From an optimization exercise on the open Yosys and OpenROAD flow, aimed at small area, a short achievable clock period and few clock cycles per item; shortcuts taken in it are not production practice. Only simulation tests tie the RTL to the original design; equivalence was not proved.

==> design.v <==
module FA(input a, input b, input c, output s, output co);
    assign s = a ^ b ^ c;
    assign co = (a & b) | (c & (a ^ b));
endmodule
module Fibonacci(
    input CLK,
    input RST,
    input [31:0] INP, input IE,
    output [31:0] OUT, output OE);
    reg [31:0] v;
    reg [14:0] nu;       
    reg [16:0] pre;      
    reg [0:0] cb;        
    reg [1:0] pc;        
    reg [25:0] cnt;      
    reg [1:0] act;       
    reg oe;              
    wire idle = ~act[1];
    assign OUT = v;
    assign OE = oe;
    wire go = IE & idle;
    wire [5:0] r = INP[5:0];
    wire [25:0] nit = INP[31:6];
    reg [31:0] p_v;
    reg [14:0] p_nu;
    reg [0:0] p_cb;
    reg [16:0] p_pre;
    reg [14:0] p_v1;     
    always @* begin
        case (r)
        6'd0: begin p_v = 32'h00000000; p_nu = 15'h7fff; p_cb = 1'h0; p_pre = 17'h1e395; p_v1 = 15'h20bb; end
        6'd1: begin p_v = 32'h00000001; p_nu = 15'h7ffe; p_cb = 1'h0; p_pre = 17'h172f6; p_v1 = 15'h59d; end
        6'd2: begin p_v = 32'h00000001; p_nu = 15'h7ffe; p_cb = 1'h0; p_pre = 17'h368a; p_v1 = 15'h2658; end
        6'd3: begin p_v = 32'h00000002; p_nu = 15'h7ffd; p_cb = 1'h0; p_pre = 17'h897f; p_v1 = 15'h2bf5; end
        6'd4: begin p_v = 32'h00000003; p_nu = 15'h7ffc; p_cb = 1'h0; p_pre = 17'h1a008; p_v1 = 15'h524d; end
        6'd5: begin p_v = 32'h00000005; p_nu = 15'h7ffa; p_cb = 1'h0; p_pre = 17'h10986; p_v1 = 15'h7e42; end
        6'd6: begin p_v = 32'h00000008; p_nu = 15'h7ff7; p_cb = 1'h0; p_pre = 17'h1898e; p_v1 = 15'h508f; end
        6'd7: begin p_v = 32'h0000000d; p_nu = 15'h7ff2; p_cb = 1'h0; p_pre = 17'h17314; p_v1 = 15'h4ed1; end
        6'd8: begin p_v = 32'h00000015; p_nu = 15'h7fea; p_cb = 1'h0; p_pre = 17'h1dca2; p_v1 = 15'h1f60; end
        6'd9: begin p_v = 32'h00000022; p_nu = 15'h7fdd; p_cb = 1'h0; p_pre = 17'h2fb5; p_v1 = 15'h6e31; end
        6'd10: begin p_v = 32'h00000037; p_nu = 15'h7fc8; p_cb = 1'h0; p_pre = 17'hec57; p_v1 = 15'hd91; end
        6'd11: begin p_v = 32'h00000059; p_nu = 15'h7fa6; p_cb = 1'h0; p_pre = 17'h1fc0b; p_v1 = 15'h7bc2; end
        6'd12: begin p_v = 32'h00000090; p_nu = 15'h7f6f; p_cb = 1'h0; p_pre = 17'h1c862; p_v1 = 15'h953; end
        6'd13: begin p_v = 32'h000000e9; p_nu = 15'h7f16; p_cb = 1'h0; p_pre = 17'ha46d; p_v1 = 15'h515; end
        6'd14: begin p_v = 32'h00000179; p_nu = 15'h7e86; p_cb = 1'h0; p_pre = 17'h14cce; p_v1 = 15'he68; end
        6'd15: begin p_v = 32'h00000262; p_nu = 15'h7d9d; p_cb = 1'h0; p_pre = 17'hd13a; p_v1 = 15'h137d; end
        6'd16: begin p_v = 32'h000003db; p_nu = 15'h7c24; p_cb = 1'h0; p_pre = 17'hfe07; p_v1 = 15'h21e5; end
        6'd17: begin p_v = 32'h0000063d; p_nu = 15'h79c2; p_cb = 1'h0; p_pre = 17'haf40; p_v1 = 15'h3562; end
        6'd18: begin p_v = 32'h00000a18; p_nu = 15'h75e7; p_cb = 1'h0; p_pre = 17'h8d46; p_v1 = 15'h5747; end
        6'd19: begin p_v = 32'h00001055; p_nu = 15'h6faa; p_cb = 1'h0; p_pre = 17'h1c86; p_v1 = 15'hca9; end
        6'd20: begin p_v = 32'h00001a6d; p_nu = 15'h6592; p_cb = 1'h0; p_pre = 17'h189cb; p_v1 = 15'h63f0; end
        6'd21: begin p_v = 32'h00002ac2; p_nu = 15'h553d; p_cb = 1'h0; p_pre = 17'h8650; p_v1 = 15'h7099; end
        6'd22: begin p_v = 32'h0000452f; p_nu = 15'h3ad0; p_cb = 1'h0; p_pre = 17'hf01b; p_v1 = 15'h5489; end
        6'd23: begin p_v = 32'h00006ff1; p_nu = 15'h100e; p_cb = 1'h0; p_pre = 17'h566b; p_v1 = 15'h4522; end
        6'd24: begin p_v = 32'h0000b520; p_nu = 15'h4adf; p_cb = 1'h0; p_pre = 17'h13c07; p_v1 = 15'h19ab; end
        6'd25: begin p_v = 32'h00012511; p_nu = 15'h5aee; p_cb = 1'h0; p_pre = 17'h187f2; p_v1 = 15'h5ecd; end
        6'd26: begin p_v = 32'h0001da31; p_nu = 15'h25ce; p_cb = 1'h0; p_pre = 17'h1a3f8; p_v1 = 15'h7878; end
        6'd27: begin p_v = 32'h0002ff42; p_nu = 15'hbd; p_cb = 1'h0; p_pre = 17'hbea; p_v1 = 15'h5745; end
        6'd28: begin p_v = 32'h0004d973; p_nu = 15'h268c; p_cb = 1'h0; p_pre = 17'h1a563; p_v1 = 15'h4fbd; end
        6'd29: begin p_v = 32'h0007d8b5; p_nu = 15'h274a; p_cb = 1'h0; p_pre = 17'h1a6ce; p_v1 = 15'h2702; end
        6'd30: begin p_v = 32'h000cb228; p_nu = 15'h4dd7; p_cb = 1'h0; p_pre = 17'h141b1; p_v1 = 15'h76bf; end
        6'd31: begin p_v = 32'h00148add; p_nu = 15'h7522; p_cb = 1'h0; p_pre = 17'hde00; p_v1 = 15'h1dc1; end
        6'd32: begin p_v = 32'h00213d05; p_nu = 15'h42fa; p_cb = 1'h0; p_pre = 17'hffb1; p_v1 = 15'h1480; end
        6'd33: begin p_v = 32'h0035c7e2; p_nu = 15'h381d; p_cb = 1'h0; p_pre = 17'hbdb0; p_v1 = 15'h3241; end
        6'd34: begin p_v = 32'h005704e7; p_nu = 15'h7b18; p_cb = 1'h0; p_pre = 17'h1b2e1; p_v1 = 15'h46c1; end
        6'd35: begin p_v = 32'h008cccc9; p_nu = 15'h3336; p_cb = 1'h0; p_pre = 17'h15090; p_v1 = 15'h7902; end
        6'd36: begin p_v = 32'h00e3d1b0; p_nu = 15'h2e4f; p_cb = 1'h0; p_pre = 17'h1e371; p_v1 = 15'h3fc3; end
        6'd37: begin p_v = 32'h01709e79; p_nu = 15'h6186; p_cb = 1'h0; p_pre = 17'h12982; p_v1 = 15'h38c5; end
        6'd38: begin p_v = 32'h02547029; p_nu = 15'hfd6; p_cb = 1'h0; p_pre = 17'h1ecf2; p_v1 = 15'h7888; end
        6'd39: begin p_v = 32'h03c50ea2; p_nu = 15'h715d; p_cb = 1'h0; p_pre = 17'h10bf5; p_v1 = 15'h314d; end
        6'd40: begin p_v = 32'h06197ecb; p_nu = 15'h134; p_cb = 1'h0; p_pre = 17'h1d8e7; p_v1 = 15'h29d5; end
        6'd41: begin p_v = 32'h09de8d6d; p_nu = 15'h7292; p_cb = 1'h0; p_pre = 17'hda5c; p_v1 = 15'h5b22; end
        6'd42: begin p_v = 32'h0ff80c38; p_nu = 15'h73c7; p_cb = 1'h0; p_pre = 17'ha8c4; p_v1 = 15'h4f7; end
        6'd43: begin p_v = 32'h19d699a5; p_nu = 15'h665a; p_cb = 1'h0; p_pre = 17'h631f; p_v1 = 15'h6019; end
        6'd44: begin p_v = 32'h29cea5dd; p_nu = 15'h5a22; p_cb = 1'h0; p_pre = 17'h1ebe2; p_v1 = 15'h6510; end
        6'd45: begin p_v = 32'h43a53f82; p_nu = 15'h407d; p_cb = 1'h0; p_pre = 17'h12f01; p_v1 = 15'h4529; end
        6'd46: begin p_v = 32'h6d73e55f; p_nu = 15'h1aa0; p_cb = 1'h0; p_pre = 17'h1fae3; p_v1 = 15'h2a39; end
        6'd47: begin p_v = 32'hb11924e1; p_nu = 15'h5b1e; p_cb = 1'h0; p_pre = 17'h11f64; p_v1 = 15'h6f62; end
        6'd48: begin p_v = 32'h1e8d0a40; p_nu = 15'h75bf; p_cb = 1'h0; p_pre = 17'h10fc8; p_v1 = 15'h199b; end
        6'd49: begin p_v = 32'hcfa62f21; p_nu = 15'h50de; p_cb = 1'h0; p_pre = 17'h10f2c; p_v1 = 15'h8fd; end
        6'd50: begin p_v = 32'hee333961; p_nu = 15'h469e; p_cb = 1'h0; p_pre = 17'hfef3; p_v1 = 15'h2298; end
        6'd51: begin p_v = 32'hbdd96882; p_nu = 15'h177d; p_cb = 1'h0; p_pre = 17'hee1e; p_v1 = 15'h2b95; end
        6'd52: begin p_v = 32'hac0ca1e3; p_nu = 15'h5e1c; p_cb = 1'h0; p_pre = 17'h1e291; p_v1 = 15'h4e2d; end
        6'd53: begin p_v = 32'h69e60a65; p_nu = 15'h759a; p_cb = 1'h0; p_pre = 17'hc62f; p_v1 = 15'h79c2; end
        6'd54: begin p_v = 32'h15f2ac48; p_nu = 15'h53b7; p_cb = 1'h0; p_pre = 17'h188c0; p_v1 = 15'h47ef; end
        6'd55: begin p_v = 32'h7fd8b6ad; p_nu = 15'h4952; p_cb = 1'h0; p_pre = 17'h12eef; p_v1 = 15'h41b1; end
        6'd56: begin p_v = 32'h95cb62f5; p_nu = 15'h1d0a; p_cb = 1'h0; p_pre = 17'h197af; p_v1 = 15'h9a0; end
        6'd57: begin p_v = 32'h15a419a2; p_nu = 15'h665d; p_cb = 1'h0; p_pre = 17'hbc1e; p_v1 = 15'h4b51; end
        6'd58: begin p_v = 32'hab6f7c97; p_nu = 15'h368; p_cb = 1'h0; p_pre = 17'h133cc; p_v1 = 15'h54f1; end
        6'd59: begin p_v = 32'hc1139639; p_nu = 15'h69c6; p_cb = 1'h0; p_pre = 17'h1e56b; p_v1 = 15'h2042; end
        6'd60: begin p_v = 32'h6c8312d0; p_nu = 15'h6d2f; p_cb = 1'h0; p_pre = 17'h10eb7; p_v1 = 15'h7533; end
        6'd61: begin p_v = 32'h2d96a909; p_nu = 15'h56f6; p_cb = 1'h0; p_pre = 17'h1d422; p_v1 = 15'h1575; end
        6'd62: begin p_v = 32'h9a19bbd9; p_nu = 15'h4426; p_cb = 1'h0; p_pre = 17'h1c2d9; p_v1 = 15'haa8; end
        6'd63: begin p_v = 32'hc7b064e2; p_nu = 15'h1b1d; p_cb = 1'h0; p_pre = 17'h76fa; p_v1 = 15'h201d; end
        endcase
    end
    wire more = |nit;    
    wire sl1 = ~(v[6]);
    wire cl1 = v[6];
    wire sl2 = v[7] ^ v[5];
    wire cl2 = v[7] & v[5];
    wire sl3 = v[4] ^ v[2];
    wire cl3 = v[4] & v[2];
    wire sl4, cl4;
    FA fl4(.a(v[5]), .b(v[3]), .c(v[1]), .s(sl4), .co(cl4));
    wire sl5, cl5;
    FA fl5(.a(v[4]), .b(v[2]), .c(nu[13]), .s(sl5), .co(cl5));
    wire sl6 = ~v[13] ^ ~v[0];
    wire cl6 = ~v[13] & ~v[0];
    wire sl7, cl7;
    FA fl7(.a(v[3]), .b(nu[14]), .c(~v[14]), .s(sl7), .co(cl7));
    wire sl8, cl8;
    FA fl8(.a(~v[1]), .b(cl1), .c(sl2), .s(sl8), .co(cl8));
    wire sl9 = v[2] ^ v[0];
    wire cl9 = v[2] & v[0];
    wire sl10, cl10;
    FA fl10(.a(v[3]), .b(v[1]), .c(nu[10]), .s(sl10), .co(cl10));
    wire sl11, cl11;
    FA fl11(.a(v[0]), .b(nu[11]), .c(~v[11]), .s(sl11), .co(cl11));
    wire sl12, cl12;
    FA fl12(.a(nu[12]), .b(~v[12]), .c(cl3), .s(sl12), .co(cl12));
    wire sl13, cl13;
    FA fl13(.a(sl6), .b(sl1), .c(cl4), .s(sl13), .co(cl13));
    wire sl14, cl14;
    FA fl14(.a(cl6), .b(cl5), .c(sl7), .s(sl14), .co(cl14));
    wire sl15 = ~(nu[1]);
    wire cl15 = nu[1];
    wire sl16 = nu[2] ^ ~v[2];
    wire cl16 = nu[2] & ~v[2];
    wire sl17 = nu[3] ^ ~v[3];
    wire cl17 = nu[3] & ~v[3];
    wire sl18 = nu[4] ^ ~v[4];
    wire cl18 = nu[4] & ~v[4];
    wire sl19 = nu[5] ^ ~v[5];
    wire cl19 = nu[5] & ~v[5];
    wire sl20 = nu[6] ^ ~v[6];
    wire cl20 = nu[6] & ~v[6];
    wire sl21, cl21;
    FA fl21(.a(v[0]), .b(nu[7]), .c(~v[7]), .s(sl21), .co(cl21));
    wire sl22, cl22;
    FA fl22(.a(v[1]), .b(nu[8]), .c(~v[8]), .s(sl22), .co(cl22));
    wire sl23, cl23;
    FA fl23(.a(nu[9]), .b(~v[9]), .c(sl9), .s(sl23), .co(cl23));
    wire sl24, cl24;
    FA fl24(.a(~v[10]), .b(cl9), .c(sl10), .s(sl24), .co(cl24));
    wire sl25, cl25;
    FA fl25(.a(sl3), .b(cl10), .c(sl11), .s(sl25), .co(cl25));
    wire sl26, cl26;
    FA fl26(.a(cl11), .b(sl4), .c(sl12), .s(sl26), .co(cl26));
    wire sl27, cl27;
    FA fl27(.a(sl5), .b(cl12), .c(sl13), .s(sl27), .co(cl27));
    wire sl28, cl28;
    FA fl28(.a(sl8), .b(cl13), .c(sl14), .s(sl28), .co(cl28));
    wire [14:0] ra_l = {cl27, cl26, cl25, cl24, cl23, cl22, cl21, cl20, cl19, cl18, cl17, cl16, cl15, sl15, nu[0]};
    wire [14:0] rb_l = {sl28, sl27, sl26, sl25, sl24, sl23, sl22, sl21, sl20, sl19, sl18, sl17, sl16, ~v[1], ~v[0]};
    wire [15:0] sum_l = ra_l + rb_l;
    wire sh1 = v[24] ^ v[22];
    wire ch1 = v[24] & v[22];
    wire sh2 = v[19] ^ v[17];
    wire ch2 = v[19] & v[17];
    wire sh3, ch3;
    FA fh3(.a(v[20]), .b(v[18]), .c(v[16]), .s(sh3), .co(ch3));
    wire sh4 = pre[12] ^ pc[1];
    wire ch4 = pre[12] & pc[1];
    wire sh5, ch5;
    FA fh5(.a(v[21]), .b(v[19]), .c(v[17]), .s(sh5), .co(ch5));
    wire sh6, ch6;
    FA fh6(.a(~pre[13]), .b(v[28]), .c(v[15]), .s(sh6), .co(ch6));
    wire sh7, ch7;
    FA fh7(.a(v[22]), .b(v[20]), .c(v[18]), .s(sh7), .co(ch7));
    wire sh8, ch8;
    FA fh8(.a(~pre[14]), .b(v[29]), .c(v[16]), .s(sh8), .co(ch8));
    wire sh9, ch9;
    FA fh9(.a(v[23]), .b(v[21]), .c(v[19]), .s(sh9), .co(ch9));
    wire sh10, ch10;
    FA fh10(.a(~pre[15]), .b(v[30]), .c(v[17]), .s(sh10), .co(ch10));
    wire sh11, ch11;
    FA fh11(.a(v[20]), .b(pre[16]), .c(~v[31]), .s(sh11), .co(ch11));
    wire sh12, ch12;
    FA fh12(.a(v[18]), .b(v[15]), .c(~sh1), .s(sh12), .co(ch12));
    wire sh13 = v[17] ^ v[15];
    wire ch13 = v[17] & v[15];
    wire sh14, ch14;
    FA fh14(.a(v[18]), .b(v[16]), .c(pre[10]), .s(sh14), .co(ch14));
    wire sh15, ch15;
    FA fh15(.a(v[15]), .b(pre[11]), .c(~v[26]), .s(sh15), .co(ch15));
    wire sh16, ch16;
    FA fh16(.a(~v[27]), .b(ch2), .c(sh4), .s(sh16), .co(ch16));
    wire sh17, ch17;
    FA fh17(.a(ch4), .b(ch3), .c(sh5), .s(sh17), .co(ch17));
    wire sh18, ch18;
    FA fh18(.a(ch5), .b(~ch6), .c(sh7), .s(sh18), .co(ch18));
    wire sh19, ch19;
    FA fh19(.a(ch7), .b(~ch8), .c(sh9), .s(sh19), .co(ch19));
    wire sh20, ch20;
    FA fh20(.a(ch9), .b(~ch10), .c(sh11), .s(sh20), .co(ch20));
    wire sh21 = pre[0] ^ cb[0];
    wire ch21 = pre[0] & cb[0];
    wire sh22 = pre[1] ^ ~v[16];
    wire ch22 = pre[1] & ~v[16];
    wire sh23 = pre[2] ^ ~v[17];
    wire ch23 = pre[2] & ~v[17];
    wire sh24 = pre[3] ^ ~v[18];
    wire ch24 = pre[3] & ~v[18];
    wire sh25 = pre[4] ^ ~v[19];
    wire ch25 = pre[4] & ~v[19];
    wire sh26 = pre[5] ^ ~v[20];
    wire ch26 = pre[5] & ~v[20];
    wire sh27, ch27;
    FA fh27(.a(pre[6]), .b(pc[0]), .c(~v[21]), .s(sh27), .co(ch27));
    wire sh28, ch28;
    FA fh28(.a(v[15]), .b(pre[7]), .c(~v[22]), .s(sh28), .co(ch28));
    wire sh29, ch29;
    FA fh29(.a(v[16]), .b(pre[8]), .c(~v[23]), .s(sh29), .co(ch29));
    wire sh30, ch30;
    FA fh30(.a(pre[9]), .b(~v[24]), .c(sh13), .s(sh30), .co(ch30));
    wire sh31, ch31;
    FA fh31(.a(~v[25]), .b(ch13), .c(sh14), .s(sh31), .co(ch31));
    wire sh32, ch32;
    FA fh32(.a(sh2), .b(ch14), .c(sh15), .s(sh32), .co(ch32));
    wire sh33, ch33;
    FA fh33(.a(ch15), .b(sh3), .c(sh16), .s(sh33), .co(ch33));
    wire sh34, ch34;
    FA fh34(.a(~sh6), .b(ch16), .c(sh17), .s(sh34), .co(ch34));
    wire sh35, ch35;
    FA fh35(.a(~sh8), .b(ch17), .c(sh18), .s(sh35), .co(ch35));
    wire sh36, ch36;
    FA fh36(.a(~sh10), .b(ch18), .c(sh19), .s(sh36), .co(ch36));
    wire sh37, ch37;
    FA fh37(.a(~sh12), .b(ch19), .c(sh20), .s(sh37), .co(ch37));
    wire [16:0] ra_h = {ch36, ch35, ch34, ch33, ch32, ch31, ch30, ch29, ch28, ch27, ch26, ch25, ch24, ch23, ch22, ch21, sh21};
    wire [16:0] rb_h = {sh37, sh36, sh35, sh34, sh33, sh32, sh31, sh30, sh29, sh28, sh27, sh26, sh25, sh24, sh23, sh22, ~v[15]};
    wire [16:0] sum_h = ra_h + rb_h;
    wire sp1 = v[8] ^ v[6];
    wire cp1 = v[8] & v[6];
    wire sp2, cp2;
    FA fp2(.a(~v[4]), .b(v[2]), .c(v[15]), .s(sp2), .co(cp2));
    wire sp3 = cl2 ^ sp1;
    wire cp3 = cl2 & sp1;
    wire sp4 = ~(v[9] ^ v[7]);
    wire cp4 = v[9] | v[7];
    wire sp5, cp5;
    FA fp5(.a(~v[5]), .b(v[3]), .c(v[0]), .s(sp5), .co(cp5));
    wire sp6, cp6;
    FA fp6(.a(v[10]), .b(v[8]), .c(v[6]), .s(sp6), .co(cp6));
    wire sp7 = ~(v[11] ^ v[9]);
    wire cp7 = v[11] | v[9];
    wire sp8 = v[7] ^ ~v[5];
    wire cp8 = v[7] & ~v[5];
    wire sp9, cp9;
    FA fp9(.a(v[12]), .b(v[10]), .c(v[8]), .s(sp9), .co(cp9));
    wire sp10 = ~v[6] ^ ~v[3];
    wire cp10 = ~v[6] & ~v[3];
    wire sp11 = ~(v[13] ^ v[11]);
    wire cp11 = v[13] | v[11];
    wire sp12, cp12;
    FA fp12(.a(~v[9]), .b(v[7]), .c(v[4]), .s(sp12), .co(cp12));
    wire sp13 = ~v[2] ^ ~v[0];
    wire cp13 = ~v[2] & ~v[0];
    wire sp14, cp14;
    FA fp14(.a(v[14]), .b(v[12]), .c(v[10]), .s(sp14), .co(cp14));
    wire sp15, cp15;
    FA fp15(.a(v[8]), .b(v[5]), .c(v[3]), .s(sp15), .co(cp15));
    wire sp16 = ~v[1] ^ ~v[21];
    wire cp16 = ~v[1] & ~v[21];
    wire sp17, cp17;
    FA fp17(.a(v[13]), .b(v[11]), .c(v[0]), .s(sp17), .co(cp17));
    wire sp18, cp18;
    FA fp18(.a(v[9]), .b(v[6]), .c(v[4]), .s(sp18), .co(cp18));
    wire sp19 = ~v[2] ^ ~v[22];
    wire cp19 = ~v[2] & ~v[22];
    wire sp20, cp20;
    FA fp20(.a(v[14]), .b(v[12]), .c(v[1]), .s(sp20), .co(cp20));
    wire sp21, cp21;
    FA fp21(.a(v[10]), .b(v[7]), .c(v[5]), .s(sp21), .co(cp21));
    wire sp22 = ~v[3] ^ ~v[23];
    wire cp22 = ~v[3] & ~v[23];
    wire sp23, cp23;
    FA fp23(.a(v[13]), .b(v[2]), .c(v[0]), .s(sp23), .co(cp23));
    wire sp24, cp24;
    FA fp24(.a(v[11]), .b(v[8]), .c(v[6]), .s(sp24), .co(cp24));
    wire sp25 = ~v[4] ^ ~v[24];
    wire cp25 = ~v[4] & ~v[24];
    wire sp26, cp26;
    FA fp26(.a(v[14]), .b(v[3]), .c(v[1]), .s(sp26), .co(cp26));
    wire sp27, cp27;
    FA fp27(.a(v[12]), .b(v[9]), .c(v[7]), .s(sp27), .co(cp27));
    wire sp28 = ~v[5] ^ ~v[25];
    wire cp28 = ~v[5] & ~v[25];
    wire sp29, cp29;
    FA fp29(.a(v[4]), .b(v[2]), .c(~v[13]), .s(sp29), .co(cp29));
    wire sp30, cp30;
    FA fp30(.a(v[10]), .b(v[8]), .c(v[6]), .s(sp30), .co(cp30));
    wire sp31, cp31;
    FA fp31(.a(v[5]), .b(v[3]), .c(~v[14]), .s(sp31), .co(cp31));
    wire sp32 = ~v[11] ^ ~v[9];
    wire cp32 = ~v[11] & ~v[9];
    wire sp33 = ~(v[6] ^ v[4]);
    wire cp33 = v[6] | v[4];
    wire sp34, cp34;
    FA fp34(.a(v[12]), .b(v[10]), .c(v[8]), .s(sp34), .co(cp34));
    wire sp35, cp35;
    FA fp35(.a(v[7]), .b(v[5]), .c(~v[13]), .s(sp35), .co(cp35));
    wire sp36 = ~v[11] ^ ~v[9];
    wire cp36 = ~v[11] & ~v[9];
    wire sp37, cp37;
    FA fp37(.a(v[8]), .b(v[6]), .c(~v[14]), .s(sp37), .co(cp37));
    wire sp38 = ~v[12] ^ ~v[10];
    wire cp38 = ~v[12] & ~v[10];
    wire sp39, cp39;
    FA fp39(.a(v[9]), .b(v[7]), .c(~v[13]), .s(sp39), .co(cp39));
    wire sp40, cp40;
    FA fp40(.a(cl7), .b(sp3), .c(~sp2), .s(sp40), .co(cp40));
    wire sp41, cp41;
    FA fp41(.a(~v[16]), .b(cp1), .c(sp4), .s(sp41), .co(cp41));
    wire sp42 = ~cp2 ^ cp3;
    wire cp42 = ~cp2 & cp3;
    wire sp43, cp43;
    FA fp43(.a(v[4]), .b(v[1]), .c(v[17]), .s(sp43), .co(cp43));
    wire sp44, cp44;
    FA fp44(.a(cp4), .b(~cp5), .c(sp6), .s(sp44), .co(cp44));
    wire sp45, cp45;
    FA fp45(.a(v[2]), .b(v[0]), .c(v[18]), .s(sp45), .co(cp45));
    wire sp46, cp46;
    FA fp46(.a(sp7), .b(sp8), .c(cp6), .s(sp46), .co(cp46));
    wire sp47, cp47;
    FA fp47(.a(v[1]), .b(v[19]), .c(~cp7), .s(sp47), .co(cp47));
    wire sp48, cp48;
    FA fp48(.a(cp8), .b(sp10), .c(sp9), .s(sp48), .co(cp48));
    wire sp49, cp49;
    FA fp49(.a(~v[20]), .b(cp10), .c(sp11), .s(sp49), .co(cp49));
    wire sp50, cp50;
    FA fp50(.a(sp13), .b(cp9), .c(~sp12), .s(sp50), .co(cp50));
    wire sp51, cp51;
    FA fp51(.a(cp11), .b(cp13), .c(sp16), .s(sp51), .co(cp51));
    wire sp52, cp52;
    FA fp52(.a(cp12), .b(~sp14), .c(sp15), .s(sp52), .co(cp52));
    wire sp53, cp53;
    FA fp53(.a(cp16), .b(sp19), .c(cp14), .s(sp53), .co(cp53));
    wire sp54, cp54;
    FA fp54(.a(cp15), .b(~sp17), .c(sp18), .s(sp54), .co(cp54));
    wire sp55, cp55;
    FA fp55(.a(cp19), .b(sp22), .c(cp17), .s(sp55), .co(cp55));
    wire sp56, cp56;
    FA fp56(.a(cp18), .b(~sp20), .c(sp21), .s(sp56), .co(cp56));
    wire sp57, cp57;
    FA fp57(.a(cp22), .b(sp25), .c(cp20), .s(sp57), .co(cp57));
    wire sp58, cp58;
    FA fp58(.a(cp21), .b(~sp23), .c(sp24), .s(sp58), .co(cp58));
    wire sp59, cp59;
    FA fp59(.a(cp25), .b(sp28), .c(cp23), .s(sp59), .co(cp59));
    wire sp60, cp60;
    FA fp60(.a(cp24), .b(~sp26), .c(sp27), .s(sp60), .co(cp60));
    wire sp61, cp61;
    FA fp61(.a(~v[26]), .b(cp28), .c(cp26), .s(sp61), .co(cp61));
    wire sp62, cp62;
    FA fp62(.a(cp27), .b(~sp29), .c(sp30), .s(sp62), .co(cp62));
    wire sp63, cp63;
    FA fp63(.a(v[7]), .b(v[27]), .c(~sp32), .s(sp63), .co(cp63));
    wire sp64, cp64;
    FA fp64(.a(cp29), .b(~cp30), .c(sp31), .s(sp64), .co(cp64));
    wire sp65, cp65;
    FA fp65(.a(v[0]), .b(v[28]), .c(~cp32), .s(sp65), .co(cp65));
    wire sp66, cp66;
    FA fp66(.a(sp33), .b(cp31), .c(~sp34), .s(sp66), .co(cp66));
    wire sp67, cp67;
    FA fp67(.a(v[1]), .b(v[29]), .c(~cp33), .s(sp67), .co(cp67));
    wire sp68, cp68;
    FA fp68(.a(sp36), .b(~cp34), .c(sp35), .s(sp68), .co(cp68));
    wire sp69, cp69;
    FA fp69(.a(v[2]), .b(v[30]), .c(~cp36), .s(sp69), .co(cp69));
    wire sp70, cp70;
    FA fp70(.a(sp38), .b(cp35), .c(sp37), .s(sp70), .co(cp70));
    wire sp71, cp71;
    FA fp71(.a(v[11]), .b(v[3]), .c(v[31]), .s(sp71), .co(cp71));
    wire sp72, cp72;
    FA fp72(.a(cp38), .b(cp37), .c(sp39), .s(sp72), .co(cp72));
    wire sp73 = cl8 ^ cl14;
    wire cp73 = cl8 & cl14;
    wire sp74, cp74;
    FA fp74(.a(~sp5), .b(sp42), .c(sp41), .s(sp74), .co(cp74));
    wire sp75, cp75;
    FA fp75(.a(~sp43), .b(cp41), .c(cp42), .s(sp75), .co(cp75));
    wire sp76, cp76;
    FA fp76(.a(cp43), .b(sp45), .c(~cp44), .s(sp76), .co(cp76));
    wire sp77, cp77;
    FA fp77(.a(cp45), .b(sp47), .c(~cp46), .s(sp77), .co(cp77));
    wire sp78, cp78;
    FA fp78(.a(~cp47), .b(sp49), .c(cp48), .s(sp78), .co(cp78));
    wire sp79, cp79;
    FA fp79(.a(cp49), .b(sp51), .c(cp50), .s(sp79), .co(cp79));
    wire sp80, cp80;
    FA fp80(.a(cp51), .b(sp53), .c(~cp52), .s(sp80), .co(cp80));
    wire sp81, cp81;
    FA fp81(.a(cp53), .b(sp55), .c(~cp54), .s(sp81), .co(cp81));
    wire sp82, cp82;
    FA fp82(.a(cp55), .b(sp57), .c(~cp56), .s(sp82), .co(cp82));
    wire sp83, cp83;
    FA fp83(.a(cp57), .b(sp59), .c(~cp58), .s(sp83), .co(cp83));
    wire sp84, cp84;
    FA fp84(.a(cp59), .b(sp61), .c(~cp60), .s(sp84), .co(cp84));
    wire sp85, cp85;
    FA fp85(.a(sp63), .b(~cp61), .c(cp62), .s(sp85), .co(cp85));
    wire sp86, cp86;
    FA fp86(.a(cp63), .b(sp65), .c(~cp64), .s(sp86), .co(cp86));
    wire sp87, cp87;
    FA fp87(.a(cp65), .b(sp67), .c(~cp66), .s(sp87), .co(cp87));
    wire sp88, cp88;
    FA fp88(.a(cp67), .b(sp69), .c(~cp68), .s(sp88), .co(cp88));
    wire sp89, cp89;
    FA fp89(.a(sp71), .b(cp69), .c(~cp70), .s(sp89), .co(cp89));
    wire sp90 = sp40 ^ sp73;
    wire cp90 = sp40 & sp73;
    wire sp91, cp91;
    FA fp91(.a(cp40), .b(cp73), .c(sp74), .s(sp91), .co(cp91));
    wire sp92, cp92;
    FA fp92(.a(sp44), .b(cp74), .c(sp75), .s(sp92), .co(cp92));
    wire sp93, cp93;
    FA fp93(.a(sp46), .b(cp75), .c(~sp76), .s(sp93), .co(cp93));
    wire sp94, cp94;
    FA fp94(.a(~sp48), .b(cp76), .c(sp77), .s(sp94), .co(cp94));
    wire sp95, cp95;
    FA fp95(.a(sp50), .b(~cp77), .c(sp78), .s(sp95), .co(cp95));
    wire sp96, cp96;
    FA fp96(.a(~sp52), .b(cp78), .c(sp79), .s(sp96), .co(cp96));
    wire sp97, cp97;
    FA fp97(.a(~sp54), .b(cp79), .c(sp80), .s(sp97), .co(cp97));
    wire sp98, cp98;
    FA fp98(.a(~sp56), .b(cp80), .c(sp81), .s(sp98), .co(cp98));
    wire sp99, cp99;
    FA fp99(.a(~sp58), .b(cp81), .c(sp82), .s(sp99), .co(cp99));
    wire sp100, cp100;
    FA fp100(.a(~sp60), .b(cp82), .c(sp83), .s(sp100), .co(cp100));
    wire sp101, cp101;
    FA fp101(.a(~sp62), .b(cp83), .c(sp84), .s(sp101), .co(cp101));
    wire sp102, cp102;
    FA fp102(.a(sp64), .b(cp84), .c(~sp85), .s(sp102), .co(cp102));
    wire sp103, cp103;
    FA fp103(.a(~sp66), .b(cp85), .c(sp86), .s(sp103), .co(cp103));
    wire sp104, cp104;
    FA fp104(.a(~sp68), .b(cp86), .c(sp87), .s(sp104), .co(cp104));
    wire sp105, cp105;
    FA fp105(.a(~sp70), .b(cp87), .c(sp88), .s(sp105), .co(cp105));
    wire sp106, cp106;
    FA fp106(.a(~sp72), .b(cp88), .c(sp89), .s(sp106), .co(cp106));
    wire [16:0] ra_p = {~cp105, ~cp104, ~cp103, cp102, cp101, cp100, cp99, cp98, cp97, cp96, cp95, ~cp94, cp93, cp92, cp91, cp90, sp90};
    wire [16:0] rb_p = {~sp106, ~sp105, ~sp104, ~sp103, sp102, sp101, sp100, sp99, sp98, sp97, sp96, sp95, ~sp94, sp93, sp92, sp91, cl28};
    wire [6:0] sp_0 = ra_p[5:0] + rb_p[5:0];
    wire [6:0] sp_1 = ra_p[11:6] + rb_p[11:6];
    wire [5:0] sp_2 = ra_p[16:12] + rb_p[16:12];
    wire [16:0] sum_p = {sp_2[4:0], sp_1[5:0], sp_0[5:0]};
    wire [1:0] pc_n = {sp_1[6], sp_0[6]};
    always @(posedge CLK) begin
        if (go) v[14:0] <= more ? p_v1 : p_v[14:0];
        else if (act[0]) v[14:0] <= sum_l[14:0];
        if (go) v[31:15] <= p_v[31:15];
        else if (act[1]) v[31:15] <= sum_h;
        nu <= idle ? p_nu : ~v[14:0];
        cb <= idle ? p_cb : {sum_l[15]};
        pre <= idle ? p_pre : sum_p;
        pc <= idle ? 2'd0 : pc_n;
        cnt <= idle ? nit : cnt - 1'b1;
        if (RST) begin
            act <= 0;
            oe <= 1'b1;
        end else if (go) begin
            act <= {more, |nit[25:1]};
            oe <= ~more;
        end else begin
            act <= {act[0], act[0] & (cnt != 26'd2)};
            oe <= ~act[0];
        end
    end
endmodule
==> flow/run.sh <==
#!/bin/bash
# The standard layout (the standard.sh: ORFS synthesis to finish), with
# the port buffers made of sky130_fd_sc_hd__buf_2 cells instead of the cell buffer_ports picks
# by default (a slow delay buffer). Make's output goes to flow.log here.
set -euo pipefail
bash standard.sh "BUFFER_PORTS_ARGS=-buffer_cell sky130_fd_sc_hd__buf_2" finish > flow.log 2>&1
==> standard.sh <==
#!/bin/bash
# synth_recipe.tcl (not shown) runs the flow's synth.tcl, then flattens the netlist and writes it again
# the make line also repeats each setting of config.mk as NAME=value (left out here)
make -C /OpenROAD-flow-scripts/flow DESIGN_CONFIG=/design/flow/config.mk WORK_HOME=/design/flow/orfs CLKGATE_MAP_FILE= SYNTH_SCRIPT=/design/flow/synth_recipe.tcl "${@:-finish}"
==> config.mk <==
export PLATFORM = sky130hd
export DESIGN_NAME = Fibonacci
export DESIGN_NICKNAME = Fibonacci
export VERILOG_FILES = /design/flow/design.v
export SDC_FILE = /design/flow/constraint.sdc
export NUM_CORES = 4
export LEC_CHECK = 0
export ABC_CLOCK_PERIOD_IN_PS = 3000
export CAP_MARGIN = 20
export CORE_MARGIN = 2
export CORE_UTILIZATION = 40
export CTS_BUF_LIST = sky130_fd_sc_hd__clkbuf_8 sky130_fd_sc_hd__clkbuf_4
export SETUP_SLACK_MARGIN = 0.2
export SLEW_MARGIN = 20
export SYNTH_HIERARCHICAL = 1
==> constraint.sdc <==
create_clock -name core_clock -period 4.0 [get_ports {CLK}]
set_input_delay 0.8000 -clock core_clock [delete_from_list [all_inputs] [get_ports {CLK}]]
set_output_delay 0.8000 -clock core_clock [all_outputs]
set_load 0.01 [all_outputs]
==> qor.txt, run 1 <==
==========================
Stopped at ..    synthesis
Status ...... aborted with a tool error
YS warnings .            1
Error msg ... ERROR: TCL interpreter returned an error: Source files actually used in the design:
==========================
Testbench counts, summed over its fixed seeds: cycles 1,676, items 384.
==> run 2: changes to the inputs <==
--- a/config.mk
+++ b/config.mk
@@ -9,7 +9,8 @@
 export CAP_MARGIN = 20
 export CORE_MARGIN = 2
 export CORE_UTILIZATION = 40
-export CTS_BUF_LIST = sky130_fd_sc_hd__clkbuf_8 sky130_fd_sc_hd__clkbuf_4
+export CTS_BUF_LIST = sky130_fd_sc_hd__clkbuf_16 sky130_fd_sc_hd__clkbuf_8 sky130_fd_sc_hd__clkbuf_4
 export SETUP_SLACK_MARGIN = 0.2
 export SLEW_MARGIN = 20
 export SYNTH_HIERARCHICAL = 1
+export SYNTH_MEMORY_MAX_BITS = 65536
==> qor.txt, run 2 <==
===========================================================================================
Max-cap violation count ......................................................            0
Share of final-layout standard cells stronger than drive strength 1 ..........       18.22%
# port buffers ...............................................................           67
Number of antenna violations at the first check in global routing ............            2
Num Clock Sinks ..............................................................           96
Post-route antenna net violation count .......................................            0
Total Die Area ............................................................... 37,610 sq um
Status .......................................................................  no timing/DRC/antenna violations
Post-Synthesis Net Count .....................................................        2,050
Layout overhead on the synthesized area ......................................       16.19%
Leading register cell type out of synthesis .................................. sky130_fd_sc_hd__dfxtp_1
Area share of the largest cell type after synthesis ..........................       18.73%
# rows .......................................................................           69
Die H ........................................................................     193.9 um
Half-perimeter wire length of the detailed placement result ..................     52.97 mm
Worst hold stages ............................................................            1
Worst slack at placement .....................................................     2.599 ps
Most frequent cells in the layout ............................................ 175 x sky130_fd_sc_hd__a21oi_1, 170 x sky130_fd_sc_hd__buf_4, 132 x sky130_fd_sc_hd__nor2_1, 124 x sky130_fd_sc_hd__fa_1, 121 x sky130_fd_sc_hd__nand2_1
Pin count of the biggest net entering global routing .........................           85
Worst Clk Skew ...............................................................     21.95 ps
Most frequent cells after synthesis .......................................... 181 x sky130_fd_sc_hd__a21oi_1, 135 x sky130_fd_sc_hd__fa_1, 132 x sky130_fd_sc_hd__nor2_1
Startpoint of the tightest hold check path ................................... cnt[0]$_DFF_P_
Htree depth ..................................................................            3
First-pass DRT Iterations ....................................................            8
Placer Congestion ............................................................        1.104
Clock tree from TritonCTS ....................................................          yes
Dominant cell by count in the synthesized netlist ............................ sky130_fd_sc_hd__a21oi_1
Top area cells in the synthesized netlist .................................... sky130_fd_sc_hd__fa_1 19%, sky130_fd_sc_hd__ha_1 9.3%, sky130_fd_sc_hd__dfxtp_1 8.9%
Final number of hold-violating endpoints .....................................            0
YS warnings ..................................................................            7
Total standard cell area after synthesis ..................................... 14,430 sq um
Data required time of the worst path .........................................      4270 ps
Number of nets in the layout .................................................        2,177
CTS Buf Count ................................................................            9
Final number of max-transition violations ....................................            0
Cell type contributing the most total cell area after synthesis .............. sky130_fd_sc_hd__fa_1
Crit Path Category ........................................................... flip-flop to flip-flop
Ys async rst share ...........................................................           0%
Via count of the first global-routing pass ...................................       14,710
Clock-pin slew of the registers on the worst-case setup and hold paths .......        90 ps
Worst Path Arrival ...........................................................      4100 ps
Post-synthesis cell type count ...............................................           81
Ratio of final minimum period to clock period ................................       95.77%
Filler Cells Inserted ........................................................        3,586
Worst r2r path cells .........................................................           14
Final Critical Period ........................................................      3831 ps
Leading cell type in the layout, fill and taps excluded ...................... sky130_fd_sc_hd__a21oi_1
FF-to-FF Start ............................................................... v[7]$_DFFE_PP_
Initial cell density of the core .............................................       40.57%
Maximum fanout along the worst path ..........................................            5
RSZ-0062 raised after global routing .........................................         true
Register containing the most flip-flops in the final layout ..................            v
CP Launch Type ...............................................................    flip-flop
CTS Root Buffer Type ......................................................... sky130_fd_sc_hd__clkbuf_16
Final setup fails ............................................................            0
Post-Route Hold Slack ........................................................     493.2 ps
Setup slack of the critical path after layout ................................     169.1 ps
Worst-Margin Slew ............................................................      1065 ps
Residual DRC count ...........................................................            0
Worst Hold Endpoint .......................................................... cnt[0]$_DFF_P_
Max reg flops ................................................................           32
Congestion Overflow GR .......................................................            0
Average via count per standard cell ..........................................        6.466
Area of the multi-input gates ................................................ 11,340 sq um
Area inside the core boundary ................................................ 35,570 sq um
Maximum clock rate ...........................................................    261.0 MHz
Total Wirelength .............................................................     67.00 mm
Longest Clk Path Bufs ........................................................            2
Number of flops mapped to enable cells by yosys ..............................           32
Endpoint of the lowest-slack register-to-register path ....................... pre[10]$_DFF_P_
Die Span X ...................................................................     193.9 um
Sequential fraction of the synthesis area ....................................       15.54%
Biggest regs ................................................................. v: 32 flops, cnt: 26 flops, pre: 17 flops
Latest clock arrival within the worst-skew pair ..............................       370 ps
Element type at the critical path end ........................................    flip-flop
Register Area ................................................................   2246 sq um
Worst min-delay path category ................................................ flip-flop to flip-flop
Final core area utilization ..................................................       47.14%
Tightest slew margin relative to the limit ...................................       27.17%
Number of design-rule violations left by the first detailed-router iteration .        2,025
First-pass GRT wire length ...................................................     98.10 mm
Wire per inst ................................................................     28.31 um
I/O pins .....................................................................           68
Total Routing Usage GR .......................................................       34.89%
Synthesized area per cell ....................................................  8.140 sq um
Total number of vias .........................................................       15,310
Flops & latches, synth .......................................................           96
Syn Inst Count ...............................................................        1,773
===========================================================================================
[run 2: kinds of logic after synthesis]
family,Yosys count,share of synthesized area [%]
flip-flops,96,15.54
AO/OA/AOI/OAI,587,26.11
buffers and inverters,253,6.953
multiplexers,31,2.818
adder cells (fa/ha/maj),242,28.00
AND/OR/NAND/NOR,505,17.00
XOR/XNOR,59,3.581
[run 2: critical path: stages (launching register included)]
cell and delay (ps):
sky130_fd_sc_hd__edfxtp_1 510, sky130_fd_sc_hd__fa_1 550, sky130_fd_sc_hd__inv_1 60, sky130_fd_sc_hd__fa_1 370
sky130_fd_sc_hd__fa_1 460, sky130_fd_sc_hd__fa_1 530, sky130_fd_sc_hd__ha_2 190, sky130_fd_sc_hd__inv_1 50
sky130_fd_sc_hd__fa_2 350, sky130_fd_sc_hd__nor2b_1 120, sky130_fd_sc_hd__o21ai_1 80, sky130_fd_sc_hd__nand2b_1 120
sky130_fd_sc_hd__xor2_1 160, sky130_fd_sc_hd__nand2_1 80, sky130_fd_sc_hd__o31ai_2 110
[run 2: through the flow]
stage / area [sq um] / setup TNS (ps) / instances
2_1_floorplan: 14430 / 0 / 1773
3_3_place_gp: 16010 / 0 / 2317
3_5_place_dp: 16010 / 0 / 2317
4_1_cts: 16490 / 0 / 2354
5_1_grt: 16760 / -3.043 / 2366
6_report: 16770 / 0 / 2367
[run 2: what timing repair did]
item / in CTS / in global routing
hold buffers: 0 / 0
pin swaps: 1 / 11
buffers inserted: 21 / 12
setup endpoints to repair: 9 / 14
gates resized for setup: 6 / 45
[run 2: worst max path at each step]
| stage | startpoint | to | slack, ps | cells past startpoint |
|---|---|---|---|---|
| 2_1_floorplan | v[13]$_DFFE_PP_ | pre[16]$_DFF_P_ | 200 | 13 |
| 3_3_place_gp | v[4]$_DFFE_PP_ | pre[16]$_DFF_P_ | 100 | 12 |
| 3_5_place_dp | v[3]$_DFFE_PP_ | pre[10]$_DFF_P_ | 3 | 14 |
| 4_1_cts | v[8]$_DFFE_PP_ | pre[16]$_DFF_P_ | 170 | 12 |
| 5_1_grt | v[7]$_DFFE_PP_ | pre[10]$_DFF_P_ | -3 | 14 |
| 6_report | v[7]$_DFFE_PP_ | pre[10]$_DFF_P_ | 170 | 14 |
[run 2: Yosys stat by module (local to each module, per instance)]
module / flip-flops and latches / area, sq um / cells
Fibonacci: 96 / 11830 / 1643
FA: 0 / 20.02 / 1
[run 2: final cells by class]
type,count,share of cell area (%)
multi-input combinational,1424,67.64
antenna,1,0.01492
sequential,96,13.39
tap,461,3.440
inverter,118,2.657
timing repair buffer,251,11.03
clock buffer,9,1.343
clock inverter,7,0.4850
[run 2: per-layer routing]
metal / global-route usage [%] / vias to the layer above / share of wire, % / wire (um)
met3: 7.253 / 217 / 11 / 7160
li1: - / 6673 / - / -
met5: 0 / - / 0 / 0
met1: 47.87 / 7408 / 41 / 27150
met4: 14.59 / 0 / 5.4 / 3619
met2: 53.49 / 1007 / 43 / 29070

[static timing again, ports no longer ideal]
How much do the figures lean on ideal ports? The routed layout below was timed once more, with nothing changed but the port constraints.
Step 1 (the two cells are an assumption about what drives the block):
set clk [get_ports {CLK}]
set_driving_cell -lib_cell sky130_fd_sc_hd__clkbuf_16 $clk
set_driving_cell -lib_cell sky130_fd_sc_hd__buf_2 [delete_from_list [all_inputs] $clk]
Step 2 times the ports against the registers' clock, not the clock port: input delays grow and output delays shrink by t, the midpoint of the rising clock arrivals with the driver on.
Three values: ideal, step 1, step 2; two values: the first two.
run: run 2
t, ns: 0.414
setup WS [ns]: 0.169 / 0.169 / 0.169
slew at the worst register clock pin (ns): 0.09 / 0.09
worst slew at a driven data input, ns: 0.03
After both steps run 2 still meets setup and hold. For run 2, drivers alone change the setup slack by 0.000 ns; drivers and shift together by 0.000 ns.
